This is an optimization exercise on Yosys and OpenROAD, whose aim is small area, not a production implementation. The RTL was checked by simulation tests, not by an equivalence proof against the original design. In run 3 the design's own scripts or RTL, not TritonCTS, make the clock network. The clock input has no modelled driver; a real chip could not lean on it and would need a root buffer or a full tree. Power figures rest on the tool's default switching activity, not on a simulated workload.

--- design/flow/design.v ---
module level_fsm (
  input wire          clk_i,
  input wire          reset_i,
  input wire          i2c_busy_i,
  input wire          i2c_rxak_i,
  input wire          i2c_arb_lost_i,
  input wire          i2c_write_done_i,
  input wire          i2c_data_out_valid_i,
  input wire  [4:0]   i2c_data_out_i,
  output wire         i2c_req_o,
  output wire         i2c_wr_phase_o,
  output wire         error_led_o,
  output reg  [8:0]   led_o
);
localparam [3:0]
  ENSURE_BUSY_1     = 4'd1,
  ASSIGN_WRITE_2    = 4'd11,
  ASSERT_WRITE_3    = 4'd5,
  WAIT_FOR_BUSY_4   = 4'd7,
  WAIT_FOR_DONE_5   = 4'd0,
  VERIFY_6          = 4'd2,
  ENSURE_BUSY_7     = 4'd3,
  ASSIGN_WRITE_8    = 4'd13,
  ASSERT_READ_9     = 4'd4,
  WAIT_FOR_BUSY_10  = 4'd6,
  WAIT_FOR_VALID_11 = 4'd8,
  VERIFY_12         = 4'd14,
  LED_OPERATION_13  = 4'd15,
  ERROR             = 4'd12;
reg [3:0] state;
assign i2c_req_o      = state == ASSERT_WRITE_3 || state == ASSERT_READ_9;
assign i2c_wr_phase_o = state == WAIT_FOR_BUSY_4 || state == WAIT_FOR_DONE_5;
assign error_led_o = state == ERROR;
reg  signed [4:0] led_c;
integer m;
always @(*)
  for (m = 0; m < 9; m = m + 1)
    led_o[m] = (led_c >= 6 - 2 * m) && (led_c <= 8 - 2 * m);
always @(posedge clk_i) begin
  if (reset_i) begin
    state <= ENSURE_BUSY_1;
    led_c <= 5'sd15;
  end
  else begin
    case (state)
      ENSURE_BUSY_1:     if (!i2c_busy_i) state <= ASSIGN_WRITE_2;
      ASSIGN_WRITE_2:    state <= ASSERT_WRITE_3;
      ASSERT_WRITE_3:    state <= WAIT_FOR_BUSY_4;
      WAIT_FOR_BUSY_4:   if (i2c_busy_i) state <= WAIT_FOR_DONE_5;
      WAIT_FOR_DONE_5:   if (i2c_write_done_i) state <= VERIFY_6;
      VERIFY_6:          state <= (!i2c_arb_lost_i && !i2c_rxak_i) ? ENSURE_BUSY_7 : ERROR;
      ENSURE_BUSY_7:     if (!i2c_busy_i) state <= ASSIGN_WRITE_8;
      ASSIGN_WRITE_8:    state <= ASSERT_READ_9;
      ASSERT_READ_9:     state <= WAIT_FOR_BUSY_10;
      WAIT_FOR_BUSY_10:  if (i2c_busy_i) state <= WAIT_FOR_VALID_11;
      WAIT_FOR_VALID_11: if (i2c_data_out_valid_i) state <= VERIFY_12;
      VERIFY_12:         state <= (!i2c_arb_lost_i && i2c_rxak_i) ? LED_OPERATION_13 : ERROR;
      LED_OPERATION_13:  begin
                           led_c <= i2c_data_out_i;
                           state <= ENSURE_BUSY_7;
                         end
      ERROR:             state <= ERROR;
      default:           state <= ENSURE_BUSY_1;
    endcase
  end
end
endmodule
module i2c_interface (
  input        clk,
  input        rst,
  input        mst_scl_in,
  input        mst_sda_in,
  output       mst_scl_out,
  output       mst_sda_out,
  output       mst_sda_oe,
  output       mst_scl_oe,
  output [4:0] mst_data_out,      
  output       i2c_busy,
  output       i2c_rxak,
  output       i2c_arb_lost,
  input        mst_req,           
  input        mst_wr_phase,      
  output       mst_write_done,
  output       mst_data_out_valid
);
  localparam [3:0]
    IDLE_ST           = 4'h0,
    START_GEN0_ST     = 4'h1,
    WRITE_CMDBYTE0_ST = 4'h2,
    WRITE_DAT0_ST     = 4'h3,
    START_GEN1_ST     = 4'h4,
    WRITE_CMDBYTE1_ST = 4'h5,
    RESTART_ST        = 4'h6,
    WRITE_DAT2_ST     = 4'h7,
    STOP_GEN_ST       = 4'h8,
    DONE_ST           = 4'h9;
  localparam [2:0] MB_00 = 3'd0, MB_D0 = 3'd1, MB_C0 = 3'd2, MB_F0 = 3'd5,
                   MB_E4 = 3'd6, MB_E8 = 3'd7;
  reg [2:0] mbcr_c;
  wire men = mbcr_c != MB_00;
  wire mb5 = mbcr_c == MB_F0 || mbcr_c == MB_E4 || mbcr_c == MB_E8;
  wire mb4 = mbcr_c == MB_D0 || mbcr_c == MB_F0;
  wire mb3 = mbcr_c == MB_E8;
  wire mb2 = mbcr_c == MB_E4;
  reg  [3:0] current_st;
  reg  [3:0] next_st;
  reg  [7:0] MIDR;
  reg  [1:0] mbcr_write0;
  reg        xfer_complete1, xfer_complete2;
  reg  [1:0] uc_wr_st, uc_rd_data0;
  wire       uc_wr_data, uc_wr_fall;
  reg  [4:0] data_out0;
  wire       write_p, read_p, wr_rd_p;
  wire       mcf, mbb, rxak;
  wire [4:0] MODR;
  wire       uc_rd_data = uc_rd_data0[1];
  wire       mbcr_wr = mbcr_write0[1];
  wire load_xfer = xfer_complete2;
  wire fall = xfer_complete1;
  wire i2c_read = ~mb4;
  assign i2c_rxak = rxak;
  assign i2c_busy = mbb;
  assign i2c_arb_lost = 1'b0;
  assign mst_scl_oe = ~mst_scl_out;
  assign mst_sda_oe = ~mst_sda_out;
  reg [3:0] req_d;
  always @(posedge clk)
    if (rst) req_d <= 4'b0000;
    else req_d <= {req_d[2:0], mst_req};
  assign wr_rd_p = req_d[3];
  assign write_p = wr_rd_p & mst_wr_phase;
  assign read_p = wr_rd_p & ~mst_wr_phase;
  i2c_core u_core (
    .clk(clk), .men(men), .msta_in(mb5), .mtx(mb4), .txak(mb3), .rsta(mb2),
    .mbcr_wr(mbcr_wr), .uc_rd_data(uc_rd_data), .uc_wr_data(uc_wr_data), .uc_wr_fall(uc_wr_fall),
    .MIDR(MIDR), .sda_in(mst_sda_in), .scl_in(mst_scl_in),
    .MODR(MODR), .sda_out(mst_sda_out), .scl_out(mst_scl_out),
    .mcf(mcf), .mbb(mbb), .rxak(rxak));
  always @(posedge clk)
    if (rst) current_st <= IDLE_ST;
    else     current_st <= next_st;
  always @(*) begin
    next_st = IDLE_ST;
    case (current_st)
      IDLE_ST:
        if (write_p) next_st = START_GEN0_ST;
        else if (read_p) next_st = START_GEN1_ST;
        else next_st = IDLE_ST;
      START_GEN0_ST:
        if (wr_rd_p) next_st = STOP_GEN_ST;
        else if (mcf) next_st = WRITE_CMDBYTE0_ST;
        else next_st = START_GEN0_ST;
      START_GEN1_ST:
        if (wr_rd_p) next_st = STOP_GEN_ST;
        else if (mcf) next_st = WRITE_CMDBYTE1_ST;
        else next_st = START_GEN1_ST;
      WRITE_CMDBYTE0_ST:
        if (wr_rd_p) next_st = STOP_GEN_ST;
        else if (mcf) next_st = WRITE_DAT0_ST;
        else next_st = WRITE_CMDBYTE0_ST;
      WRITE_CMDBYTE1_ST:
        if (wr_rd_p) next_st = STOP_GEN_ST;
        else if (mcf) next_st = RESTART_ST;
        else next_st = WRITE_CMDBYTE1_ST;
      WRITE_DAT0_ST:
        if (wr_rd_p || mcf) next_st = STOP_GEN_ST;
        else next_st = WRITE_DAT0_ST;
      RESTART_ST:
        if (mcf) next_st = WRITE_DAT2_ST;
        else next_st = RESTART_ST;
      WRITE_DAT2_ST:
        if (wr_rd_p || mcf) next_st = STOP_GEN_ST;
        else next_st = WRITE_DAT2_ST;
      STOP_GEN_ST:
        if (!mcf) next_st = DONE_ST;
        else next_st = STOP_GEN_ST;
      DONE_ST:
        if (!mbb) next_st = IDLE_ST;
        else next_st = DONE_ST;
      default: next_st = IDLE_ST;
    endcase
  end
  wire st_idle  = current_st == IDLE_ST;
  wire st_sg0   = current_st == START_GEN0_ST;
  wire st_sg1   = current_st == START_GEN1_ST;
  wire st_cmd0  = current_st == WRITE_CMDBYTE0_ST;
  wire st_cmd1  = current_st == WRITE_CMDBYTE1_ST;
  wire st_dat0  = current_st == WRITE_DAT0_ST;
  wire st_rest  = current_st == RESTART_ST;
  wire st_dat2  = current_st == WRITE_DAT2_ST;
  wire st_stop  = current_st == STOP_GEN_ST;
  assign mst_write_done = st_dat0 && mcf;
  assign mst_data_out_valid = i2c_read && st_stop && fall;
  localparam [2:0] MI_00 = 3'd1, MI_D0 = 3'd0, MI_D1 = 3'd5, MI_6B = 3'd3, MI_3D = 3'd7;
  reg [2:0] midr_c;
  always @(posedge clk)
    if (rst) midr_c <= MI_00;
    else if (wr_rd_p) midr_c <= MI_D0;
    else if (st_rest) midr_c <= MI_D1;
    else if (st_cmd0) midr_c <= MI_6B;
    else if (st_cmd1) midr_c <= MI_3D;
    else if (st_dat0) midr_c <= MI_00;
  always @(*)
    case (midr_c)
      MI_D0:   MIDR = 8'hD0;
      MI_D1:   MIDR = 8'hD1;
      MI_6B:   MIDR = 8'h6B;
      MI_3D:   MIDR = 8'h3D;
      default: MIDR = 8'h00;
    endcase
  always @(posedge clk)
    if (rst) mbcr_c <= MB_00;
    else if ((st_dat0 || st_cmd0) && wr_rd_p) mbcr_c <= MB_D0;
    else if ((st_cmd1 || st_dat2) && wr_rd_p) mbcr_c <= MB_C0;
    else if (st_sg0 || st_sg1)                mbcr_c <= MB_F0;
    else if (st_rest && !mcf)                 mbcr_c <= MB_E4;
    else if (st_rest)                         mbcr_c <= MB_E8;
    else if (st_dat2 && mcf)                  mbcr_c <= MB_C0;
    else if (st_dat0 && mcf)                  mbcr_c <= MB_D0;
  always @(posedge clk)
    if (rst) mbcr_write0 <= 2'b00;
    else if ((st_dat0 || st_cmd0 || st_cmd1 || st_dat2) && wr_rd_p) mbcr_write0 <= 2'b11;
    else if (st_idle && wr_rd_p) mbcr_write0 <= 2'b11;
    else if (st_cmd1 && mcf) mbcr_write0 <= 2'b11;
    else if ((st_dat2 || st_dat0) && mcf) mbcr_write0 <= 2'b11;
    else mbcr_write0 <= {mbcr_write0[0], 1'b0};
  always @(posedge clk)
    if (rst) begin
      xfer_complete1 <= 1'b0;
      xfer_complete2 <= 1'b0;
    end else begin
      xfer_complete1 <= mcf;
      xfer_complete2 <= xfer_complete1;
    end
  localparam [1:0] UW_IDLE = 2'd0, UW_H1 = 2'd1, UW_H2 = 2'd2, UW_FELL = 2'd3;
  always @(posedge clk)
    if (rst) uc_wr_st <= UW_IDLE;
    else if ((st_cmd1 || st_sg0 || st_sg1) && !wr_rd_p && mcf) uc_wr_st <= UW_H1;
    else if (st_dat0 && load_xfer) uc_wr_st <= UW_H1;
    else if (uc_wr_st == UW_H1) uc_wr_st <= UW_H2;
    else if (uc_wr_st == UW_H2) uc_wr_st <= UW_FELL;
    else uc_wr_st <= UW_IDLE;
  assign uc_wr_data = uc_wr_st == UW_H1 || uc_wr_st == UW_H2;
  assign uc_wr_fall = uc_wr_st == UW_FELL;
  always @(posedge clk)
    if (rst) uc_rd_data0 <= 2'b00;
    else if (st_dat2 && load_xfer) uc_rd_data0 <= 2'b11;
    else uc_rd_data0 <= {uc_rd_data0[0], 1'b0};
  always @(posedge clk)
    if (rst) data_out0 <= 5'd0;
    else if (st_dat2 && mcf) data_out0 <= MODR;
  assign mst_data_out = data_out0;
endmodule
module i2c_core (
  input            clk,
  input            men,
  input            msta_in,
  input            mtx,
  input            txak,
  input            rsta,
  input            mbcr_wr,
  input            uc_rd_data,
  input            uc_wr_data,
  input            uc_wr_fall,
  input      [7:0] MIDR,
  input            sda_in,
  input            scl_in,
  output reg [4:0] MODR,
  output reg       sda_out,
  output reg       scl_out,
  output reg       mcf,
  output reg       mbb,
  output reg       rxak
);
  localparam integer T_HIGH = 30, T_LOW = 65, T_HD_START = 30, T_SU_START = 30,
                     T_HD_DATA = 15, T_SU_STOP = 30, T_BUF = 65;
  localparam [2:0] ST_SCL_IDLE = 3'd6, ST_SCL_START = 3'd4, ST_SCL_LOW_EDGE = 3'd7,
             ST_SCL_WAIT_uC = 3'd3, ST_SCL_LOW = 3'd0, ST_SCL_HIGH_EDGE = 3'd2,
             ST_SCL_HIGH = 3'd5, ST_SCL_STOP_WAIT = 3'd1;
  localparam [1:0] ST_SLV_SCL_IDLE = 2'd0, ST_SLV_SCL_HOLD_SDA = 2'd1,
             ST_SLV_SCL_WAIT_uC = 2'd2, ST_SLV_SCL_STOP_WAIT = 2'd3;
  localparam [3:0] ST_I2C_IDLE = 4'd13, ST_I2C_HEADER = 4'd14, ST_I2C_ACK_HEADER = 4'd8,
             ST_I2C_RCV_DATA = 4'd2, ST_I2C_ACK_DATA = 4'd15, ST_I2C_XMIT_DATA = 4'd12,
             ST_I2C_WAIT_ACK = 4'd3, ST_I2C_STOP = 4'd9, ST_I2C_NONE = 4'd0;
  localparam BYTE_CNT = 4'd7;
  localparam XFER_DONE = 4'd8;
  wire rst = ~men;
  reg  msta, mstaS0, mstaS1;
  reg  master;
  reg  genStart, genStart1, genStop;
  reg  detect_start_pulse;
  reg  mbcr_wr1, mbcr_wr2;
  reg  rep_start;
  reg  arb_lost;
  reg  [3:0] bitCount;
  reg  bitCountClr;
  reg  [6:0] mclkCount;
  reg  mclkCountClr;
  reg  [10:0] sclkCount;
  reg  sclkCountClr;
  reg  [2:0] mscl_state, mscl_next_state;
  reg  [1:0] sscl_state, sscl_next_state;
  reg  [3:0] i2c_state, i2c_next_state;
  wire i_idle = i2c_state == ST_I2C_IDLE;
  wire i_head = i2c_state == ST_I2C_HEADER;
  wire i_ackh = i2c_state == ST_I2C_ACK_HEADER;
  wire i_rcv  = i2c_state == ST_I2C_RCV_DATA;
  wire i_ackd = i2c_state == ST_I2C_ACK_DATA;
  wire i_xmit = i2c_state == ST_I2C_XMIT_DATA;
  wire i_wack = i2c_state == ST_I2C_WAIT_ACK;
  wire i_stop = i2c_state == ST_I2C_STOP;
  reg  sdaOutNext, sdaOutMaster;
  reg  sdaOutSlave, sdaOutSlaveNext;
  reg  sclOutNext, sclOutSlave;
  reg  sdaIn_0, sdaIn_1, sdaIn_int, sclIn_0, sclIn_1, sclIn_int;
  reg  sclIn_int_p1, sdaIn_int_p1, sda_next_p1;
  reg  [7:0] shiftReg;
  reg  wait_uc, wait_uc_next;
  reg  sdaIn_2, sdaIn_3;
  wire sda_cnt_limit = (sdaIn_2 ^ sda_next_p1) & (sdaIn_3 ^ sda_next_p1);
  wire sda_next = sda_cnt_limit ? sdaIn_1 : sda_next_p1;
  always @(posedge clk)
    if (rst) begin
      sdaIn_0 <= 1'b1; sdaIn_1 <= 1'b1; sdaIn_2 <= 1'b1; sdaIn_3 <= 1'b1;
      sdaIn_int <= 1'b1; sda_next_p1 <= 1'b1;
    end else begin
      sdaIn_0 <= sda_in; sdaIn_1 <= sdaIn_0; sdaIn_2 <= sdaIn_1; sdaIn_3 <= sdaIn_2;
      sdaIn_int <= sda_next_p1;
      sda_next_p1 <= sda_next;
    end
  reg  sclIn_2, sclIn_3;
  wire scl_cnt_limit = (sclIn_2 ^ sclIn_int) & (sclIn_3 ^ sclIn_int);
  wire scl_next = scl_cnt_limit ? sclIn_1 : sclIn_int;
  always @(posedge clk)
    if (rst) begin
      sclIn_0 <= 1'b1; sclIn_1 <= 1'b1; sclIn_2 <= 1'b1; sclIn_3 <= 1'b1;
      sclIn_int <= 1'b1;
    end else begin
      sclIn_0 <= scl_in; sclIn_1 <= sclIn_0; sclIn_2 <= sclIn_1; sclIn_3 <= sclIn_2;
      sclIn_int <= scl_next;
    end
  always @(posedge clk)
    if (rst) begin
      sclIn_int_p1 <= 1'b1;
      sdaIn_int_p1 <= 1'b1;
    end else begin
      sclIn_int_p1 <= sclIn_int;
      sdaIn_int_p1 <= sdaIn_int;
    end
  wire sclPosedge = ~sclIn_int_p1 & sclIn_int;
  wire sclNegedge = sclIn_int_p1 & ~sclIn_int;
  wire sdaPosedge = ~sdaIn_int_p1 & sdaIn_int;
  wire sdaNegedge = sdaIn_int_p1 & ~sdaIn_int;
  wire sdaInData = sdaIn_int;
  reg  sdaIn_int_p2;
  always @(posedge clk)
    if (rst) sdaIn_int_p2 <= 1'b1;
    else sdaIn_int_p2 <= sdaIn_int_p1;
  wire detectStartS0 = sdaIn_int_p2 & ~sdaIn_int_p1 & sclIn_int_p1;
  wire detectStopS0 = ~sdaIn_int_p2 & sdaIn_int_p1 & sclIn_int_p1;
  always @(posedge clk)
    if (rst | arb_lost) msta <= 1'b0;
    else if (mbcr_wr1) msta <= msta_in;
  always @(posedge clk)
    if (rst) begin mstaS0 <= 1'b0; mstaS1 <= 1'b0; end
    else begin mstaS0 <= msta; mstaS1 <= mstaS0; end
  wire mstaPosedge = ~mstaS1 & mstaS0;
  wire mstaNegedge = mstaS1 & ~mstaS0;
  always @(posedge clk)
    if (rst) genStart <= 1'b0;
    else if (mstaPosedge) genStart <= 1'b1;
    else if (detectStartS0) genStart <= 1'b0;
  always @(posedge clk)
    if (rst) genStart1 <= 1'b0;
    else genStart1 <= genStart;
  always @(posedge clk)
    if (rst) genStop <= 1'b0;
    else if ((mstaNegedge || i_stop) && ~arb_lost) genStop <= 1'b1;
    else if (detectStopS0) genStop <= 1'b0;
  always @(posedge clk)
    if (rst) master <= 1'b0;
    else if (~mbb) master <= msta;
  always @(posedge clk)
    if (rst) mscl_state <= ST_SCL_IDLE;
    else mscl_state <= mscl_next_state;
  wire shiftOut = shiftReg[7];
  always @(posedge clk)
    if (rst) sdaOutMaster <= 1'b1;
    else if (i_head || i_xmit) sdaOutMaster <= shiftOut;
    else if (mclkCount >= T_HD_DATA && i_ackd) sdaOutMaster <= txak;
    else sdaOutMaster <= 1'b1;
  always @(posedge clk)
    if (rst) mclkCount <= 7'd0;
    else if (mclkCountClr) mclkCount <= 7'd0;
    else mclkCount <= mclkCount + 7'd1;
  always @(posedge clk)
    if (rst) sda_out <= 1'b1;
    else sda_out <= master ? sdaOutNext : sdaOutSlaveNext;
  always @(posedge clk)
    if (rst) scl_out <= 1'b1;
    else scl_out <= master ? sclOutNext : sclOutSlave;
  always @(*) begin
    mscl_next_state = ST_SCL_IDLE;
    mclkCountClr = 1'b1;
    sclOutNext = 1'b1;
    sdaOutNext = sda_out;
    case (mscl_state)
      ST_SCL_IDLE: begin
        sdaOutNext = 1'b1;
        if (master & ~mbb & genStart) mscl_next_state = ST_SCL_START;
        else mscl_next_state = ST_SCL_IDLE;
      end
      ST_SCL_START: begin
        mclkCountClr = 1'b0;
        sdaOutNext = 1'b0;
        if (mclkCount == (T_HD_START-1)) mscl_next_state = ST_SCL_LOW_EDGE;
        else mscl_next_state = ST_SCL_START;
      end
      ST_SCL_LOW_EDGE: begin
        sclOutNext = 1'b0;
        if (i_ackd || i_ackh || i_wack)
          mscl_next_state = ST_SCL_WAIT_uC;
        else
          mscl_next_state = ST_SCL_LOW;
      end
      ST_SCL_WAIT_uC: begin
        sclOutNext = 1'b0;
        if (genStop | uc_rd_data | uc_wr_data) mscl_next_state = ST_SCL_LOW;
        else mscl_next_state = ST_SCL_WAIT_uC;
      end
      ST_SCL_LOW: begin
        mclkCountClr = 1'b0;
        sclOutNext = 1'b0;
        if (mclkCount >= (T_HD_DATA-1)) begin
          if (genStop) sdaOutNext = 1'b0;
          else if (rep_start | arb_lost) sdaOutNext = 1'b1;
          else sdaOutNext = sdaOutMaster;
        end
        if (mclkCount == (T_LOW-1)) begin
          if ((bitCount == BYTE_CNT) && arb_lost) mscl_next_state = ST_SCL_IDLE;
          else mscl_next_state = ST_SCL_HIGH_EDGE;
        end
        else mscl_next_state = ST_SCL_LOW;
      end
      ST_SCL_HIGH_EDGE: begin
        if (sclIn_int) mscl_next_state = ST_SCL_HIGH;
        else mscl_next_state = ST_SCL_HIGH_EDGE;
      end
      ST_SCL_HIGH: begin
        mclkCountClr = 1'b0;
        if (genStop) begin
          if (mclkCount == (T_SU_STOP-1)) begin
            mclkCountClr = 1'b1;
            sdaOutNext = 1'b1;
            mscl_next_state = ST_SCL_STOP_WAIT;
          end
          else mscl_next_state = ST_SCL_HIGH;
        end
        else if (rep_start) begin
          if (mclkCount == (T_SU_START-1)) begin
            mclkCountClr = 1'b1;
            mscl_next_state = ST_SCL_START;
          end
          else mscl_next_state = ST_SCL_HIGH;
        end
        else if (mclkCount == (T_HIGH-1)) mscl_next_state = ST_SCL_LOW_EDGE;
        else mscl_next_state = ST_SCL_HIGH;
      end
      ST_SCL_STOP_WAIT: begin
        mclkCountClr = 1'b0;
        if (mclkCount == (T_BUF-1)) mscl_next_state = ST_SCL_IDLE;
        else mscl_next_state = ST_SCL_STOP_WAIT;
      end
    endcase
  end
  wire addrMatch = (hkmp == 3'd7);
  always @(posedge clk)
    if (rst) sscl_state <= ST_SLV_SCL_IDLE;
    else sscl_state <= sscl_next_state;
  always @(posedge clk)
    if (rst) sdaOutSlave <= 1'b1;
    else if (i_xmit) sdaOutSlave <= shiftOut;
    else if ((addrMatch && sclkCount >= T_HD_DATA && i_ackh) ||
             (sclkCount >= T_HD_DATA && i_ackd)) sdaOutSlave <= txak;
    else sdaOutSlave <= 1'b1;
  always @(posedge clk)
    if (rst) sclkCount <= 11'd0;
    else if (sclkCountClr) sclkCount <= 11'd0;
    else sclkCount <= sclkCount + 11'd1;
  always @(*) begin
    sscl_next_state = ST_SLV_SCL_IDLE;
    sclkCountClr = 1'b1;
    sclOutSlave = 1'b1;
    sdaOutSlaveNext = sda_out;
    wait_uc_next = wait_uc;
    case (sscl_state)
      ST_SLV_SCL_IDLE: begin
        sdaOutSlaveNext = sdaOutSlave;
        if (~master && ((i_ackh && addrMatch) || i_ackd) ||
            (i_wack && ~sdaInData))
          sclkCountClr = 1'b0;
        if (~master && sclNegedge && ((i_ackh && addrMatch && hbit) ||
            i_ackd || (i_wack && ~sdaInData))) begin
          sscl_next_state = ST_SLV_SCL_HOLD_SDA;
          sclkCountClr = 1'b1;
          wait_uc_next = 1'b1;
        end
        else if (~master && sclNegedge && (i_ackh && addrMatch && ~hbit)) begin
          sscl_next_state = ST_SLV_SCL_HOLD_SDA;
          sclkCountClr = 1'b1;
        end
        else sscl_next_state = ST_SLV_SCL_IDLE;
      end
      ST_SLV_SCL_WAIT_uC: begin
        sclOutSlave = 1'b0;
        wait_uc_next = 1'b0;
        if (uc_rd_data || i_idle) sscl_next_state = ST_SLV_SCL_IDLE;
        else if (uc_wr_data) sscl_next_state = ST_SLV_SCL_STOP_WAIT;
        else sscl_next_state = ST_SLV_SCL_WAIT_uC;
      end
      ST_SLV_SCL_HOLD_SDA: begin
        sclOutSlave = 1'b0;
        sclkCountClr = 1'b0;
        if (sclkCount == T_HD_DATA) begin
          sdaOutSlaveNext = 1'b1;
          if (wait_uc) sscl_next_state = ST_SLV_SCL_WAIT_uC;
          else sscl_next_state = ST_SLV_SCL_IDLE;
        end
        else sscl_next_state = ST_SLV_SCL_HOLD_SDA;
      end
      ST_SLV_SCL_STOP_WAIT: begin
        sclOutSlave = 1'b0;
        sclkCountClr = 1'b0;
        if (sclkCount == T_HD_DATA) sscl_next_state = ST_SLV_SCL_IDLE;
        else sscl_next_state = ST_SLV_SCL_STOP_WAIT;
      end
      default: sscl_next_state = ST_SLV_SCL_IDLE;
    endcase
  end
  always @(posedge clk)
    if (rst) wait_uc <= 1'b0;
    else wait_uc <= wait_uc_next;
  always @(posedge clk)
    if (rst | detectStopS0) i2c_state <= ST_I2C_IDLE;
    else i2c_state <= i2c_next_state;
  always @(posedge clk)
    if (rst) detect_start_pulse <= 1'b0;
    else if (sdaNegedge & sclIn_int) detect_start_pulse <= 1'b1;
    else if (sclPosedge) detect_start_pulse <= 1'b0;
  always @(posedge clk)
    if (rst) bitCount <= 4'd0;
    else if (bitCountClr & sclNegedge) bitCount <= 4'd0;
    else if (!detect_start_pulse & sclNegedge) bitCount <= bitCount + 4'd1;
  always @(*) begin
    i2c_next_state = ST_I2C_NONE;
    bitCountClr = 1'b1;
    case (i2c_state)
      ST_I2C_IDLE: begin
        if (sclNegedge && detect_start_pulse) i2c_next_state = ST_I2C_HEADER;
        else i2c_next_state = ST_I2C_IDLE;
      end
      ST_I2C_HEADER: begin
        bitCountClr = 1'b0;
        if (detectStopS0) i2c_next_state = ST_I2C_IDLE;
        else if (bitCount == BYTE_CNT && sclNegedge) i2c_next_state = ST_I2C_ACK_HEADER;
        else i2c_next_state = ST_I2C_HEADER;
      end
      ST_I2C_ACK_HEADER: begin
        if (arb_lost | detectStopS0) i2c_next_state = ST_I2C_IDLE;
        else if (~sdaInData && sclNegedge) begin
          if (master) begin
            if (mtx) i2c_next_state = ST_I2C_XMIT_DATA;
            else i2c_next_state = ST_I2C_RCV_DATA;
          end
          else if (addrMatch) begin
            if (hbit) i2c_next_state = ST_I2C_XMIT_DATA;
            else i2c_next_state = ST_I2C_RCV_DATA;
          end
          else i2c_next_state = ST_I2C_IDLE;
        end
        else if (sdaInData && sclNegedge) begin
          if (master) i2c_next_state = ST_I2C_STOP;
          else i2c_next_state = ST_I2C_IDLE;
        end
        else i2c_next_state = ST_I2C_ACK_HEADER;
      end
      ST_I2C_RCV_DATA: begin
        if ((rep_start && master) || detectStartS0) bitCountClr = 1'b1;
        else bitCountClr = 1'b0;
        if (detectStopS0) i2c_next_state = ST_I2C_IDLE;
        else if ((rep_start && master && sclNegedge) || detectStartS0) i2c_next_state = ST_I2C_HEADER;
        else if (bitCount == BYTE_CNT && sclNegedge) i2c_next_state = ST_I2C_ACK_DATA;
        else i2c_next_state = ST_I2C_RCV_DATA;
      end
      ST_I2C_ACK_DATA: begin
        if (detectStopS0) i2c_next_state = ST_I2C_IDLE;
        else if (sclNegedge) i2c_next_state = ST_I2C_RCV_DATA;
        else i2c_next_state = ST_I2C_ACK_DATA;
      end
      ST_I2C_XMIT_DATA: begin
        if ((rep_start && master) || detectStartS0) bitCountClr = 1'b1;
        else bitCountClr = 1'b0;
        if (detectStopS0) i2c_next_state = ST_I2C_IDLE;
        else if ((rep_start && master && sclNegedge) || detectStartS0) i2c_next_state = ST_I2C_HEADER;
        else if (bitCount == BYTE_CNT && sclNegedge) i2c_next_state = ST_I2C_WAIT_ACK;
        else i2c_next_state = ST_I2C_XMIT_DATA;
      end
      ST_I2C_WAIT_ACK: begin
        if (arb_lost | detectStopS0) i2c_next_state = ST_I2C_IDLE;
        else if (~sdaInData && sclNegedge) i2c_next_state = ST_I2C_XMIT_DATA;
        else if (sdaInData && sclNegedge) begin
          if (master) i2c_next_state = ST_I2C_STOP;
          else i2c_next_state = ST_I2C_IDLE;
        end
        else i2c_next_state = ST_I2C_WAIT_ACK;
      end
      ST_I2C_STOP: begin
        if (sclNegedge) i2c_next_state = ST_I2C_IDLE;
      end
      default: ;
    endcase
  end
  reg [2:0] hkmp;
  reg       hbit;
  reg [2:0] hkmp_next;
  always @(*)
    case (hkmp)
      3'd0: hkmp_next = hbit ? 3'd1 : 3'd0;
      3'd1: hkmp_next = hbit ? 3'd2 : 3'd0;
      3'd2: hkmp_next = hbit ? 3'd2 : 3'd3;
      3'd3: hkmp_next = hbit ? 3'd4 : 3'd0;
      3'd4: hkmp_next = hbit ? 3'd2 : 3'd5;
      3'd5: hkmp_next = hbit ? 3'd1 : 3'd6;
      3'd6: hkmp_next = hbit ? 3'd1 : 3'd7;
      default: hkmp_next = hbit ? 3'd1 : 3'd0;
    endcase
  always @(posedge clk)
    if (rst) begin
      hkmp <= 3'd0;
      hbit <= 1'b0;
    end else if (i_head & sclNegedge) begin
      hkmp <= hkmp_next;
      hbit <= sdaInData;
    end
  wire shiftRegEn = ((i_head && master) || i_rcv ||
                     i_xmit) && !rep_start;
  always @(posedge clk)
    if (rst) shiftReg <= 8'd0;
    else if ((~genStart1 && genStart) | uc_wr_fall) shiftReg <= MIDR;
    else if (shiftRegEn & sclNegedge) shiftReg <= {shiftReg[6:0], sdaInData};
  wire pos_over = ~shiftReg[7] & (shiftReg[6:3] != 4'b0000);
  wire neg_over = shiftReg[7] & (shiftReg[6:3] != 4'b1111);
  wire [4:0] shiftCode = pos_over ? 5'b00111 : neg_over ? 5'b10111 : shiftReg[4:0];
  always @(posedge clk)
    if (rst) MODR <= 5'd0;
    else if (i_ackd || i_wack) MODR <= shiftCode;
  always @(posedge clk)
    if (rst || (mscl_state == ST_SCL_IDLE)) arb_lost <= 1'b0;
    else if (master && ~arb_lost && sclPosedge &&
             (i_idle || i_head ||
              i_xmit || i_ackd))
      arb_lost <= (sda_out != sdaIn_int);
  always @(posedge clk)
    if (rst) mcf <= 1'b0;
    else mcf <= (bitCount == XFER_DONE) && sclNegedge;
  always @(posedge clk)
    if (rst) begin mbcr_wr1 <= 1'b0; mbcr_wr2 <= 1'b0; end
    else begin mbcr_wr1 <= mbcr_wr; mbcr_wr2 <= ~mbcr_wr && mbcr_wr1; end
  always @(posedge clk)
    if (rst | (i_head && sclNegedge)) rep_start <= 1'b0;
    else if (mbcr_wr2 && rsta) rep_start <= 1'b1;
    else if (detectStopS0) rep_start <= 1'b0;
  always @(posedge clk)
    if (rst) mbb <= 1'b0;
    else if (detectStartS0) mbb <= 1'b1;
    else if (detectStopS0) mbb <= 1'b0;
  always @(posedge clk)
    if (rst) rxak <= 1'b1;
    else if ((i_ackh || i_ackd || i_wack) && sclNegedge)
      rxak <= sdaInData;
endmodule
module level (
  input wire          clk,
  input wire          reset_i,
  output wire         sda_oe,
  output wire         sda_o,
  input  wire         sda_i,
  output wire         scl_oe,
  output wire         scl_o,
  input  wire         scl_i,
  output wire         error_led_o,
  output wire [8:0]   led_o
);
  wire        i2c_busy;
  wire        i2c_rxak;
  wire        i2c_arb_lost;
  wire        i2c_write_done;
  wire        i2c_data_out_valid;
  wire [4:0]  i2c_data_out;
  wire        i2c_req;
  wire        i2c_wr_phase;
  level_fsm level_inst (
    .clk_i (clk),
    .reset_i (~reset_i),
    .i2c_busy_i (i2c_busy),
    .i2c_rxak_i (i2c_rxak),
    .i2c_arb_lost_i (i2c_arb_lost),
    .i2c_write_done_i (i2c_write_done),
    .i2c_data_out_valid_i (i2c_data_out_valid),
    .i2c_data_out_i (i2c_data_out),
    .i2c_req_o (i2c_req),
    .i2c_wr_phase_o (i2c_wr_phase),
    .error_led_o (error_led_o),
    .led_o (led_o)
  );
  i2c_interface u_i2c_interface (
    .clk (clk),
    .rst (~reset_i),
    .mst_scl_in (scl_i),
    .mst_sda_in (sda_i),
    .mst_scl_out (scl_o),
    .mst_sda_out (sda_o),
    .mst_sda_oe (sda_oe),
    .mst_scl_oe (scl_oe),
    .mst_data_out (i2c_data_out),
    .i2c_busy (i2c_busy),
    .i2c_rxak (i2c_rxak),
    .i2c_arb_lost (i2c_arb_lost),
    .mst_req (i2c_req),
    .mst_wr_phase (i2c_wr_phase),
    .mst_write_done (i2c_write_done),
    .mst_data_out_valid (i2c_data_out_valid)
  );
endmodule
--- design/flow/flow/run.sh ---
#!/bin/bash
# Own layout flow: the standard ORFS flow (standard.sh), with
#  - synthesis mapping with an area-oriented ABC script (flow/abc_area.script:
#    fraig, then three rounds of dch and the &nf area-recovering mapper) in
#    place of ORFS's abc_area.script; the rest of the synthesis (registers
#    included) is the standard one,
#  - clock tree synthesis without dummy loads, with clkbuf_4 clusters,
#  - the port buffers made with buf_1.
# Each step's full output goes to a log file in this folder.
set -euo pipefail
W=$(pwd)
rm -rf "$W/scripts_abc"
cp -r "$FLOW_HOME/scripts" "$W/scripts_abc"
cp "$W/flow/abc_area.script" "$W/scripts_abc/abc_area.script"

bash standard.sh "SCRIPTS_DIR=$W/scripts_abc" synth > "$W/synth.log" 2>&1

CTS="-sink_clustering_enable -repair_clock_nets -dont_use_dummy_load"
CTS="$CTS -sink_clustering_size 25 -sink_clustering_max_diameter 60"
CTS="$CTS -buf_list sky130_fd_sc_hd__clkbuf_4"
bash standard.sh "CTS_ARGS=$CTS" "BUFFER_PORTS_ARGS=-buffer_cell sky130_fd_sc_hd__buf_1" finish > "$W/layout.log" 2>&1
--- design/flow/flow/abc_area.script ---
strash
&get -n
&fraig -x
&put
dc2
strash
&get -n
&dch -f
&nf -R 1000
&put
strash
dc2
&get -n
&dch -f
&nf -R 1000
&put
strash
dc2
&get -n
&dch -f
&nf -R 1000
&put
strash
dc2
&get -n
&dch -f
&nf -R 1000
&put
strash
dc2
&get -n
&dch -f
&nf -R 1000
&put
strash
dc2
&get -n
&dch -f
&nf -R 1000
&put
--- design/flow/standard.sh ---
#!/bin/bash
# synth_recipe.tcl (not shown) runs the flow's synth.tcl, then flattens the netlist and writes it again
# the make line also repeats each setting of config.mk as NAME=value (left out here)
make -C /OpenROAD-flow-scripts/flow DESIGN_CONFIG=/design/flow/config.mk WORK_HOME=/design/flow/orfs CLKGATE_MAP_FILE= SYNTH_SCRIPT=/design/flow/synth_recipe.tcl "${@:-finish}"
--- design/flow/config.mk ---
export PLATFORM = sky130hd
export DESIGN_NAME = level
export DESIGN_NICKNAME = level
export VERILOG_FILES = /design/flow/design.v
export SDC_FILE = /design/flow/constraint.sdc
export NUM_CORES = 4
export LEC_CHECK = 0
export ABC_AREA = 1
export CAP_MARGIN = 20
export CORE_MARGIN = 2
export CORE_UTILIZATION = 40
export SLEW_MARGIN = 20
--- design/flow/constraint.sdc ---
create_clock -name core_clock -period 20.0 [get_ports {clk}]
set_input_delay 4.0000 -clock core_clock [delete_from_list [all_inputs] [get_ports {clk}]]
set_output_delay 4.0000 -clock core_clock [all_outputs]
set_load 0.01 [all_outputs]
==> summary.md, run 1 <==
| Metric | Value |
|---|---|
| CTS tree | `built` |
| Reg clk slew, reported paths | `90 ps` |
| Aggregate global-route resource usage | `0.182` |
| I/O Buffers | `17` |
| Die Ht | `118 um` |
| Detailed router's first-iteration violation count | `299` |
| Post-CTS Resized | `0` |
| Layout Skew | `48.2 ps` |
| Ys flop type | `dfxtp_1` |
| Comb power frac | `0.083` |
| Cells after synthesis | `631` |
| Worst skew pair latency | `510 ps` |
| Largest net degree at the start of global routing | `32` |
| Initial antenna violation count | `0` |
| Vias in the first global route | `4,380` |
| Fin area | `5650 sq um` |
| Synthesis-to-layout area growth | `8.17%` |
| Starting density of the core | `0.412` |
| Pint | `291 uW` |
| Placer Congestion | `0.914` |
| Setup TNS | `0 ps` |
| Post-synth top cells | `dfxtp_1, nor2_1, nand2_1, a21oi_1, o21ai_0` |
| Avg Inst Size Synth | `8.28 sq um` |
| Worst path max stage delay | `390 ps` |
| Worst Setup End Kind | `output port` |
| Critical path arrival | `1670 ps` |
| CP Class | `reg2out` |
| Cts hold-fix bufs | `0` |
| Placed Instance Area | `5520 sq um` |
| Top Ports | `18` |
| 1st-pass router iterations | `5` |
| DRC errors left | `0` |
| Fin nets | `682` |
| Die width | `118 um` |
| VDD IR max | `0.0000392 V` |
| CORE AREA | `12,700 sq um` |
| WP buf/inv | `1` |
| Routed Antenna Nets | `0` |
| Setup crit start | `level_inst.led_c[1]` |
| Total power | `393 uW` |
| Avg Vias per Cell | `5.67` |
| Synth warn | `3` |
| Status | `timing/DRC/antenna clean` |
| H-Tree Depth | `4` |
| Power Density | `69.5 nW/um^2` |
| Final period util | `0.283` |
| Cell with the most instances after synthesis | `dfxtp_1` |
| Clock root buffer | `clkbuf_4` |
| # setup viols final | `0` |
| Drt wl/cell | `14.6 um` |
| Worst hold-check path type | `reg2reg` |
| Synth top area share | `0.452` |
| HPWL Detailed | `8720 um` |
| Sink Count | `118` |
| Sw Ratio | `0.258` |
| Fin crit period | `5670 ps` |
| Register area share after synthesis | `0.452` |
| Number of flops mapped to enable cells by yosys | `0` |
| Grt ovf | `0` |
| Clock Tree Buf Depth | `2` |
| Sequential power share | `0.635` |
| Count of cell types in the netlist | `49` |
| Reg2reg start | `u_i2c_interface.u_core.i2c_state[1]` |
| Wirelength, routed | `12,200 um` |
| Switching power | `102 uW` |
| Worst Path Required | `16,000 ps` |
| Syn Nets | `644` |
| Fin. Hold Viols | `0` |
| Area contributors post-synth | `dfxtp_1, nor2_1, nand2_1, a21oi_1, o21ai_0` |
| FMAX | `176 MHz` |
| Max cap viols | `0` |
| Slew @ Worst Pin | `877 ps` |
| Top fanout value on the critical path | `7` |
| Area leader, netlist | `dfxtp_1` |
| P_leak | `1.92 nW` |
| # Post-CTS Setup Buffers | `0` |
| Synth Register Bits | `118` |
| Slew HR | `0.409` |
| Max Slew Vio Count | `0` |
| Antenna Cells | `0` |
| RSZ-0062 raised after global routing | `false` |
| Global-route wire length before repair | `21,000 um` |
| Die area | `14,000 sq um` |
| CP Cell Sequence | `or3_1 -> o31ai_1 -> buf_1` |
| Mapped cell area | `5230 sq um` |
| CP top delay family | `simple AND/OR/NAND/NOR gates` |
| Cts bufs inserted | `17` |
| Vias after detailed routing | `4,757` |
| Clk pwr share | `0.282` |
| Slowest CP cell | `or3_1` |
| Asr flop ratio synth | `0` |
| HP Start | `u_i2c_interface.u_core.sdaIn_0` |
| Layout cells sized above 1 | `0.0300` |
| Site row count | `41` |
| Setup crit start kind | `register` |
-- through the flow --
step | setup slack, ps | util | instances | hold slack [ps]
after floorplan | 14910 | - | 631 | 383
after global placement | 14320 | 0.436 | 822 | 391
after detailed placement | 14260 | 0.436 | 822 | 397
after CTS | 14270 | 0.446 | 839 | 417
after global routing | 14160 | 0.446 | 839 | 427
final | 14330 | 0.446 | 839 | 415
-- layout make-up --
class / instances / area, sq um
Clock buffer: 17 / 128
Fill cell: 1320 / 7020
Inverter: 28 / 105
Multi-Input combinational cell: 485 / 2760
Sequential cell: 118 / 2360
Tap cell: 172 / 215
Timing Repair Buffer: 19 / 78.8
-- flip-flops by register name (all words and copies together) (netlist names), 4 cells and up --
name	count
level_inst.led_c	5
level_inst.state	4
u_i2c_interface.current_st	4
u_i2c_interface.data_out0	5
u_i2c_interface.req_d	4
u_i2c_interface.u_core.MODR	5
u_i2c_interface.u_core.bitCount	4
u_i2c_interface.u_core.i2c_state	4
u_i2c_interface.u_core.mclkCount	7
u_i2c_interface.u_core.sclkCount	11
u_i2c_interface.u_core.shiftReg	8
-- cell families after synthesis --
| logic type | Yosys count | share of synthesized area |
|---|---|---|
| AND/OR/NAND/NOR | 295 | 0.280 |
| XOR/XNOR | 10 | 0.0168 |
| buffers and inverters | 28 | 0.0201 |
| multiplexers | 1 | 0.00192 |
| adder cells (fa/ha/maj) | 9 | 0.0216 |
| AO/OA/AOI/OAI | 170 | 0.208 |
| flip-flops | 118 | 0.452 |
-- layout by cell type (no fill, tap or decap), types with 2 or more instances in the layout --
cell,n
a221oi_1,8
a31oi_1,19
nor2b_1,8
nor4_1,4
a22oi_1,3
o2111ai_1,3
dfxtp_1,118
nand2b_1,21
nand2_1,63
o21ai_0,40
or4_1,5
clkinv_1,28
nor3_1,31
xor2_1,7
and2_0,15
xnor2_1,3
and3_1,14
nand4_1,9
a211oi_1,11
a21o_1,4
a311oi_1,2
and4_1,3
nand3_1,24
a32oi_1,3
ha_1,9
nand4b_1,2
buf_4,2
nand3b_1,3
a21oi_1,47
buf_1,17
clkbuf_4,17
o211ai_1,6
or3_1,5
o311ai_0,3
o21a_1,4
nor3b_1,6
o31ai_1,5
o221a_1,3
nor2_1,78
-- path summary, 6_finish.rpt --
kind / endpoint / slack (ps) / cells after the start
worst max register to register: u_i2c_interface.u_core.sclkCount[3] / 17490 / 7
worst min register to register: u_i2c_interface.u_core.sdaIn_1 / 410 / 1
worst max-delay path: led_o[4] / 14330 / 3
worst min-delay path: u_i2c_interface.u_core.sdaIn_1 / 410 / 1
-- power groups by stage --
| stage | clock network [mW] | logic (mW) | registers (mW) |
|---|---|---|---|
| global placement | 0 | 0.0318 | 0.254 |
| finish | 0.111 | 0.0327 | 0.249 |
| detailed placement | 0 | 0.0330 | 0.254 |
| global route | 0.127 | 0.0381 | 0.251 |
| CTS | 0.118 | 0.0331 | 0.249 |
| floorplan | 0 | 0.0256 | 0.252 |
-- routing by layer --
metal / vias up / global-route usage / share of wire
met5: - / 0 / 0
li1: 2403 / - / -
met1: 2194 / 0.232 / 0.47
met4: 0 / 0.0730 / 0.020
met3: 16 / 0.0545 / 0.061
met2: 144 / 0.288 / 0.45
==> run 2, diff against run 1 <==
--- a/design/flow/flow/run.sh
+++ b/design/flow/flow/run.sh
@@ -3,3 +3,3 @@
 #  - synthesis mapping with an area-oriented ABC script (flow/abc_area.script:
-#    fraig, then three rounds of dch and the &nf area-recovering mapper) in
+#    fraig, then six rounds of dch and the &nf area-recovering mapper) in
 #    place of ORFS's abc_area.script; the rest of the synthesis (registers
==> run 2 against run 1 <==
Effect of this change:
- non-clock buffer count unchanged
- hold slack unchanged
- count of clock-buffer cells in the layout is the same
- sequential power is essentially flat
- utilization is the same
- global-route usage did not move
- sequential share of layout area unchanged
- area after synthesis did not move
- clock power about the same
- still clean
- critical path type unchanged
- via count unchanged
- design area unchanged
==> summary.md, run 2 <==
| Metric | Value |
|---|---|
| P_leak | `1.92 nW (unchanged)` |
| Synth top area share | `0.452 (unchanged)` |
| Worst Path Required | `16,000 ps (about the same)` |
| Top reg by flops | `u_i2c_interface.u_core.sclkCount` |
| Fin nets | `682 (unchanged)` |
| Worst hold-check path type | `reg2reg` |
| Vias in the first global route | `4,380 (unchanged)` |
| Slew HR | `0.409 (unchanged)` |
| Synth warn | `3 (unchanged)` |
| Worst skew pair latency | `510 ps (about the same)` |
| Total power | `393 uW (unchanged)` |
| Wirelength, routed | `12,200 um (unchanged)` |
| Post-synthesis mux area share | `0.00192 (unchanged)` |
| Max Slew Vio Count | `0 (unchanged)` |
| Post-synthesis adder-cell area fraction | `0.0216 (unchanged)` |
| Reg clk slew, reported paths | `90 ps (about the same)` |
| Post-synthesis xor/xnor area fraction | `0.0168 (unchanged)` |
| Compound-cell area share of the yosys netlist | `0.208 (unchanged)` |
| Area contributors post-synth | `dfxtp_1, nor2_1, nand2_1, a21oi_1, o21ai_0` |
| Die area | `14,000 sq um (unchanged)` |
| Detailed router's first-iteration violation count | `299 (unchanged)` |
| VDD IR max | `0.0000392 V (unchanged)` |
| # fillers | `1,320 (unchanged)` |
| Layout cells sized above 1 | `0.0300 (unchanged)` |
| 1st-pass router iterations | `5 (unchanged)` |
| Site row count | `41 (unchanged)` |
| Die width | `118 um (unchanged)` |
| RSZ-0062 raised after global routing | `false` |
| Aggregate global-route resource usage | `0.182 (unchanged)` |
| Post-Synth Simple-Gate Area | `0.280 (unchanged)` |
| Status | `timing/DRC/antenna clean` |
| Top fanout value on the critical path | `7 (unchanged)` |
| Cell with the most instances after synthesis | `dfxtp_1` |
| Clock root buffer | `clkbuf_4` |
| CTS tree | `built` |
| Drt wl/cell | `14.6 um (unchanged)` |
| Cells after synthesis | `631 (unchanged)` |
| Antenna Cells | `0 (unchanged)` |
| Avg Inst Size Synth | `8.28 sq um (unchanged)` |
| Setup crit start kind | `register` |
| Max cap viols | `0 (unchanged)` |
| CP Class | `reg2out` |
| # setup viols final | `0 (unchanged)` |
| Synthesis-to-layout area growth | `8.17% (unchanged)` |
| Setup TNS | `0 ps (unchanged)` |
| Number of flip-flops in the largest register | `11 (unchanged)` |
| Fin crit period | `5670 ps (unchanged)` |
| DRC errors left | `0 (unchanged)` |
| Initial antenna violation count | `0 (unchanged)` |
| Final period util | `0.283 (unchanged)` |
| Mapped cell area | `5230 sq um (unchanged)` |
| # Post-CTS Setup Buffers | `0 (unchanged)` |
| Slew @ Worst Pin | `877 ps (unchanged)` |
| Largest family of logic cells by synthesized area | `simple AND/OR/NAND/NOR gates` |
| Placer Congestion | `0.914 (unchanged)` |
| Post-synth top cells | `dfxtp_1, nor2_1, nand2_1, a21oi_1, o21ai_0` |
| Vias after detailed routing | `4,757 (unchanged)` |
| Syn Nets | `644 (unchanged)` |
| Die Ht | `118 um (unchanged)` |
| Starting density of the core | `0.412 (unchanged)` |
| Number of flops mapped to enable cells by yosys | `0 (unchanged)` |
| Cts hold-fix bufs | `0 (unchanged)` |
| FMAX | `176 MHz (unchanged)` |
| Largest net degree at the start of global routing | `32 (unchanged)` |
| HPWL Detailed | `8720 um (unchanged)` |
| CP top delay family | `simple AND/OR/NAND/NOR gates` |
| Synth Register Bits | `118 (unchanged)` |
| Count of cell types in the netlist | `49 (unchanged)` |
| CORE AREA | `12,700 sq um (unchanged)` |
| H-Tree Depth | `4 (unchanged)` |
| Grt ovf | `0 (unchanged)` |
| Worst Setup End Kind | `output port` |
| Critical path arrival | `1670 ps (about the same)` |
| Final core occ | `0.446 (unchanged)` |
| Routed Antenna Nets | `0 (unchanged)` |
| Cts bufs inserted | `17 (unchanged)` |
| Layout Skew | `48.2 ps (unchanged)` |
| Register area share after synthesis | `0.452 (unchanged)` |
| Sink Count | `118 (unchanged)` |
| Commonest non-fill, non-tap cell in the layout | `dfxtp_1` |
| Area leader, netlist | `dfxtp_1` |
| WP buf/inv | `1 (unchanged)` |
| Slowest CP cell | `or3_1` |
| Global-route wire length before repair | `21,000 um (unchanged)` |
| CP Cell Sequence | `or3_1 -> o31ai_1 -> buf_1` |
| Worst path max stage delay | `390 ps (about the same)` |
| Fin. Hold Viols | `0 (unchanged)` |
| Largest regs | `u_i2c_interface.u_core.sclkCount x11, u_i2c_interface.u_core.shiftReg x8, u_i2c_interface.u_core.mclkCount x7` |
| Post-CTS Resized | `0 (unchanged)` |
| Top Ports | `18 (unchanged)` |
| Clock Tree Buf Depth | `2 (unchanged)` |
| Ys flop type | `dfxtp_1` |
| Highest-count cells in the layout ignoring fill and taps | `dfxtp_1, nor2_1, nand2_1` |
| Asr flop ratio synth | `0 (unchanged)` |
| Avg Vias per Cell | `5.67 (unchanged)` |
| I/O Buffers | `17 (unchanged)` |
| Power Density | `69.5 nW/um^2 (unchanged)` |
==> run 2: cell counts in the layout (fill, tap and decap cells not counted) <==
Identical to the previous run, type by type.
==> run 2: path summary, 6_finish.rpt <==
kind	slack, ps	endpoint	cells after the start	startpoint
worst min-delay path	410	u_i2c_interface.u_core.sdaIn_1	1	u_i2c_interface.u_core.sdaIn_0
worst max register to register	17490	u_i2c_interface.u_core.sclkCount[3]	7	u_i2c_interface.u_core.i2c_state[1]
worst max-delay path	14330	led_o[4]	3	level_inst.led_c[1]
worst min register to register	410	u_i2c_interface.u_core.sdaIn_1	1	u_i2c_interface.u_core.sdaIn_0
==> run 2: metal layers <==
| layer | part of all wire | wire length (um) | global-route usage |
|---|---|---|---|
| met5 | 0 | 0 | 0 |
| met4 | 0.020 | 250 | 0.0730 |
| met3 | 0.061 | 749 | 0.0545 |
| met2 | 0.45 | 5510 | 0.288 |
| met1 | 0.47 | 5700 | 0.232 |
==> run 2: area by class of cell <==
| class | instances | area [sq um] | area share |
|---|---|---|---|
| inverters | 28 | 105 | 0.0186 |
| multi-input cells | 485 | 2760 | 0.489 |
| well taps | 172 | 215 | 0.0381 |
| repair buffers | 19 | 78.8 | 0.0139 |
| flip-flops and latches | 118 | 2360 | 0.418 |
| clock buffers | 17 | 128 | 0.0226 |
==> run 2: worst register-to-register path, stage by stage (launching register included) <==
cell	delay, ps
dfxtp_1	490
nor3b_1	470
nand2_1	280
nor2_1	190
o21ai_0	120
or3_1	350
nand3_1	370
nor3_1	120
==> run 2: per-stage QoR <==
stage | setup slack, ps | hold slack [ps] | instance area (sq um) | cells
4_1_cts | 14270 | 417 | 5650 | 839
3_5_place_dp | 14260 | 397 | 5520 | 822
2_1_floorplan | 14910 | 383 | 5230 | 631
3_3_place_gp | 14320 | 391 | 5520 | 822
6_report | 14330 | 415 | 5650 | 839
5_1_grt | 14160 | 427 | 5650 | 839
==> run 2: report_power, final <==
group / switching [mW] / internal (mW)
clock: 0.0719 / 0.0388
sequential: 0.00972 / 0.240
combinational: 0.0199 / 0.0128
==> run 2: cell families (layout without fill, tap and decap cells) <==
family	Yosys count	after routing
AND/OR/NAND/NOR	295	295
AO/OA/AOI/OAI	170	170
flip-flops	118	118
buffers and inverters	28	64
XOR/XNOR	10	10
adder cells (fa/ha/maj)	9	9
multiplexers	1	1
==> run 3, diff against run 2 <==
--- a/design/flow/flow/run.sh
+++ b/design/flow/flow/run.sh
@@ -6,3 +6,5 @@
 #    included) is the standard one,
-#  - clock tree synthesis without dummy loads, with clkbuf_4 clusters,
+#  - clock tree synthesis without dummy loads, with clkbuf_4 clusters, after
+#    which flow/post_cts.tcl (ORFS's POST_CTS_TCL hook) replaces the tree by
+#    four clkbuf_16 buffers driven by the clock port, one per quadrant,
 #  - the port buffers made with buf_1.
@@ -20,2 +22,3 @@
 CTS="$CTS -buf_list sky130_fd_sc_hd__clkbuf_4"
-bash standard.sh "CTS_ARGS=$CTS" "BUFFER_PORTS_ARGS=-buffer_cell sky130_fd_sc_hd__buf_1" finish > "$W/layout.log" 2>&1
+bash standard.sh "CTS_ARGS=$CTS" "POST_CTS_TCL=$W/flow/post_cts.tcl" \
+  "BUFFER_PORTS_ARGS=-buffer_cell sky130_fd_sc_hd__buf_1" finish > "$W/layout.log" 2>&1
==> design/flow/flow/post_cts.tcl (new file) <==
# Rebuild the clock tree: the clock port drives four clkbuf_16 buffers, each
# driving the flip-flops of one quadrant of the core (split at the median x,
# then at the median y of each half). Runs after ORFS's clock tree synthesis,
# whose buffers it replaces, and legalises the placement again.
set db [ord::get_db]
set block [ord::get_db_block]
set clk_net [$block findNet clk]
set bufm [$db findMaster sky130_fd_sc_hd__clkbuf_16]

# flip-flop clock pins
set sinks {}
foreach inst [$block getInsts] {
  set mname [[$inst getMaster] getName]
  if { [string match "sky130_fd_sc_hd__df*" $mname] } {
    set it [$inst findITerm CLK]
    if { $it ne "NULL" && $it ne "" } {
      set loc [$inst getLocation]
      lappend sinks [list $it [lindex $loc 0] [lindex $loc 1]]
    }
  }
}
puts "post_cts: [llength $sinks] flip-flop clock pins"

# remove the existing clock buffers and their nets
foreach inst [$block getInsts] {
  set mname [[$inst getMaster] getName]
  if { [string match "sky130_fd_sc_hd__clkbuf_*" $mname] } {
    set onet ""
    foreach it [$inst getITerms] {
      if { [$it isOutputSignal] } { set onet [$it getNet] }
    }
    odb::dbInst_destroy $inst
    if { $onet ne "" && $onet ne "NULL" && [$onet getName] ne "clk" } {
      foreach it [$onet getITerms] { $it disconnect }
      odb::dbNet_destroy $onet
    }
  }
}
foreach s $sinks { [lindex $s 0] disconnect }

proc median { l } {
  set l [lsort -integer $l]
  return [lindex $l [expr { [llength $l] / 2 }]]
}
set mx [median [lmap s $sinks { lindex $s 1 }]]
set halves [list {} {}]
foreach s $sinks {
  set h [expr { [lindex $s 1] < $mx ? 0 : 1 }]
  lset halves $h [concat [lindex $halves $h] [list $s]]
}
set groups {}
foreach h $halves {
  set my [median [lmap s $h { lindex $s 2 }]]
  set lo {}; set hi {}
  foreach s $h { if { [lindex $s 2] < $my } { lappend lo $s } else { lappend hi $s } }
  lappend groups $lo $hi
}
set i 0
foreach g $groups {
  set sx 0; set sy 0
  foreach s $g { incr sx [lindex $s 1]; incr sy [lindex $s 2] }
  set n [llength $g]
  set inst [odb::dbInst_create $block $bufm "clkbuf_q$i"]
  set net [odb::dbNet_create $block "clknet_q$i"]
  $net setSigType CLOCK
  [$inst findITerm A] connect $clk_net
  [$inst findITerm X] connect $net
  foreach s $g { [lindex $s 0] connect $net }
  $inst setLocation [expr { $sx / $n }] [expr { $sy / $n }]
  $inst setPlacementStatus PLACED
  puts "post_cts: clkbuf_q$i drives $n flip-flops"
  incr i
}
detailed_placement
check_placement -verbose
estimate_parasitics -placement
report_clock_skew
==> run 3 against run 2 <==
Effect of this change:
- still clean on timing, DRC and antenna
- sequential power hardly changed
- clock power is 14% lower
- flip-flop and latch count stayed put
- final cell count is 1.5% lower
- total power is 3.8% lower
- maximum frequency is 4.0% higher
- setup slack better by 220 ps
- register-to-register slack better by 50 ps
- clock skew is 38 ps lower
- hold slack better by 7.7 ps
- critical path type is now in2reg
- critical endpoint is now level_inst.led_c[2]
- largest power group unchanged
- highest routed layer unchanged
==> summary.md, run 3 <==
| Metric | Value |
|---|---|
| HPWL Detailed | `8720 um (unchanged)` |
| Area leader, netlist | `dfxtp_1` |
| P_leak | `1.89 nW (-1.5%)` |
| Slew HR | `0.404 (-0.00464)` |
| Grt ovf | `0 (unchanged)` |
| Antenna Cells | `0 (unchanged)` |
| Critical path arrival | `5500 ps (+3830 ps)` |
| Die area | `14,000 sq um (unchanged)` |
| Worst Path Required | `20,050 ps (+4050 ps)` |
| 1st-pass router iterations | `5 (unchanged)` |
| Worst Setup End Kind | `register` |
| Final period util | `0.273 (-0.0108)` |
| Slowest CP cell | `buf_1` |
| Top fanout value on the critical path | `23 (+16)` |
| Asr flop ratio synth | `0 (unchanged)` |
| Fin nets | `669 (-1.9%)` |
| Synthesis-to-layout area growth | `7.64%` |
| CP top delay family | `buffers and inverters` |
| Highest-count cells in the layout ignoring fill and taps | `dfxtp_1, nor2_1, nand2_1` |
| Global-route wire length before repair | `20,600 um (-1.6%)` |
| Clk pwr share | `0.254 (-0.028)` |
| Number of flip-flops in the largest register | `11 (unchanged)` |
| Non-Filler Instances | `826 (-1.5%)` |
| Number of flops mapped to enable cells by yosys | `0 (unchanged)` |
| Hold slack | `422 ps (+7.74 ps)` |
| Fin. Hold Viols | `0 (unchanged)` |
| Comb power frac | `0.087 (+0.004)` |
| Setup slack at placement | `14,260 ps (unchanged)` |
| Cells after synthesis | `631 (unchanged)` |
| Starting density of the core | `0.412 (unchanged)` |
| Avg Inst Size Synth | `8.28 sq um (unchanged)` |
| Wirelength, routed | `12,000 um (-2.1%)` |
| Post-synth top cells | `dfxtp_1, nor2_1, nand2_1, a21oi_1, o21ai_0` |
| CORE AREA | `12,700 sq um (unchanged)` |
| Slew @ Worst Pin | `884 ps (+6.89 ps)` |
| Top Ports | `18 (unchanged)` |
| Initial antenna violation count | `0 (unchanged)` |
| Status | `timing/DRC/antenna clean` |
| # fillers | `1,317 (-0.23%)` |
| Synth top area share | `0.452 (unchanged)` |
| RSZ-0062 raised after global routing | `false` |
| Switching power | `88.2 uW (-13%)` |
| Synth Register Bits | `118 (unchanged)` |
| Worst path max stage delay | `600 ps (+210 ps)` |
| Die Ht | `118 um (unchanged)` |
| Reg2Reg Setup Slack | `17,540 ps (+50 ps)` |
| Register area share after synthesis | `0.452 (unchanged)` |
| Commonest non-fill, non-tap cell in the layout | `dfxtp_1` |
| I/O Buffers | `17 (unchanged)` |
| Top reg by flops | `u_i2c_interface.u_core.sclkCount` |
| DRC errors left | `0 (unchanged)` |
| CP Cell Sequence | `buf_1 -> clkinv_1 -> a21oi_1 -> o21ai_0` |
| FMAX | `183 MHz (+4.0%)` |
| Worst skew pair latency | `170 ps (-340 ps)` |
| WP buf/inv | `2 (+1)` |
| Count of cell types in the netlist | `49 (unchanged)` |
| CP Class | `in2reg` |
| Sequential power share | `0.660 (+0.025)` |
| Die width | `118 um (unchanged)` |
| Dpl cells | `822 (unchanged)` |
| Area contributors post-synth | `dfxtp_1, nor2_1, nand2_1, a21oi_1, o21ai_0` |
| Vias after detailed routing | `4,683 (-1.6%)` |
| Routed Antenna Nets | `0 (unchanged)` |
| Largest regs | `u_i2c_interface.u_core.sclkCount x11, u_i2c_interface.u_core.shiftReg x8, u_i2c_interface.u_core.mclkCount x7` |
| Layout cells sized above 1 | `0.0107 (-0.0193)` |
| Fin crit period | `5450 ps (-216 ps)` |
| Cell with the most instances after synthesis | `dfxtp_1` |
| Max Slew Vio Count | `0 (unchanged)` |
| Aggregate global-route resource usage | `0.175 (-0.00737)` |
| Max cap viols | `0 (unchanged)` |
| Setup crit start kind | `input pin` |
| Sw Ratio | `0.233 (-0.0251)` |
| Ys flop type | `dfxtp_1` |
| Avg Vias per Cell | `5.67 (about the same)` |
| Placer Congestion | `0.914 (unchanged)` |
| Worst hold-check path type | `reg2reg` |
| Synth warn | `3 (unchanged)` |
| # setup viols final | `0 (unchanged)` |
| Detailed router's first-iteration violation count | `356 (+19%)` |
| Sink Count | `118 (unchanged)` |
| Mapped cell area | `5230 sq um (unchanged)` |
| Reg clk slew, reported paths | `110 ps (+20 ps)` |
| Syn Nets | `644 (unchanged)` |
| Pint | `290 uW (-0.50%)` |
| Layout Skew | `10.2 ps (-38.0 ps)` |
| VDD IR max | `0.0000361 V (-7.9%)` |
| Drt wl/cell | `14.5 um (-0.53%)` |
| Fin worst setup slack | `14,550 ps (+216 ps)` |
| Site row count | `41 (unchanged)` |
| Largest net degree at the start of global routing | `32 (unchanged)` |
| Power Density | `67.2 nW/um^2 (-3.3%)` |
| Setup TNS | `0 ps (unchanged)` |
| Vias in the first global route | `4,260 (-2.7%)` |
| Total power | `378 uW (-3.8%)` |
==> run 3: cell counts after synthesis <==
No cell type changed its count.
==> run 3: area by class of cell <==
type / count / area, sq um / share of cell area
Buffer: 4 / 100 / 0.0178
Inverter: 28 / 105 / 0.0187
Multi-Input combinational cell: 485 / 2760 / 0.491
Sequential cell: 118 / 2360 / 0.420
Tap cell: 172 / 215 / 0.0383
Timing Repair Buffer: 19 / 78.8 / 0.0140
==> run 3: logic make-up after synthesis <==
logic type	Yosys count	synth area share
simple gates	295	0.280
mux	1	0.00192
fa+ha+maj	9	0.0216
flops	118	0.452
buf+inv	28	0.0201
xor+xnor	10	0.0168
compound gates	170	0.208
==> run 3: path summary, 6_finish.rpt <==
path,endpoint,cells after the start,start
max,level_inst.led_c[2],4,reset_i
min,u_i2c_interface.u_core.sdaIn_1,1,u_i2c_interface.u_core.sdaIn_0
max reg2reg,u_i2c_interface.u_core.sclkCount[3],7,u_i2c_interface.u_core.i2c_state[1]
min reg2reg,u_i2c_interface.u_core.sdaIn_1,1,u_i2c_interface.u_core.sdaIn_0
==> run 3: through the flow <==
step,util,instance area (sq um)
floorplan,-,5230
global route,0.444,5620
detailed placement,0.436,5520
global placement,0.436,5520
finish,0.444,5620
==> run 3: power by group through the flow <==
stage               sequential, mW  clock (mW)  combinational [mW]
floorplan                    0.252           0              0.0256
global placement             0.254           0              0.0318
detailed placement           0.254           0              0.0330
global route                 0.251       0.108              0.0381
finish                       0.249      0.0959              0.0327
==> run 3: per-layer routing <==
metal,vias up,track usage,routed length (um)
met5,-,0,0
met4,0,0.0648,286
met3,21,0.0261,514
met2,95,0.286,5430
met1,2203,0.234,5730
li1,2364,-,-

afterwards: timing with drivers on the ports:
The results above use ideal ports. As a check the final layouts listed here were re-extracted and re-timed, cells and wires unchanged.
Step 1 assumes that a clkbuf_16 drives the clock port and a buf_2 every other input.
Step 2 adds t to the input delays and takes it off the output delays; t is the mean of the earliest and latest rising clock arrival at the registers after step 1. Input paths then give back, and output paths get back, about the clock's delay inside the block.
Three values: ideal, step 1, step 2; two values: the first two.
| run | shift t [ns] | setup WS [ns] | hold slack, ns | clock arrival spread, ns | cell pins on the clock port's net |
|---|---|---|---|---|---|
| run 1 | 0.518 | 14.330 / 14.299 / 14.372 | 0.415 / 0.415 / 0.415 | 0.048 / 0.049 | 1 |
| run 2 | 0.518 | 14.330 / 14.299 / 14.372 | 0.415 / 0.415 / 0.415 | 0.048 / 0.049 | 1 |
| run 3 | 0.253 | 14.546 / 14.569 / 14.354 | 0.422 / 0.422 / 0.422 | 0.010 / 0.010 | 4 |
After both steps every run listed still meets setup and hold. The setup slack of run 3, which loses most, moves by +0.023 ns with the drivers and by -0.192 ns with both steps.
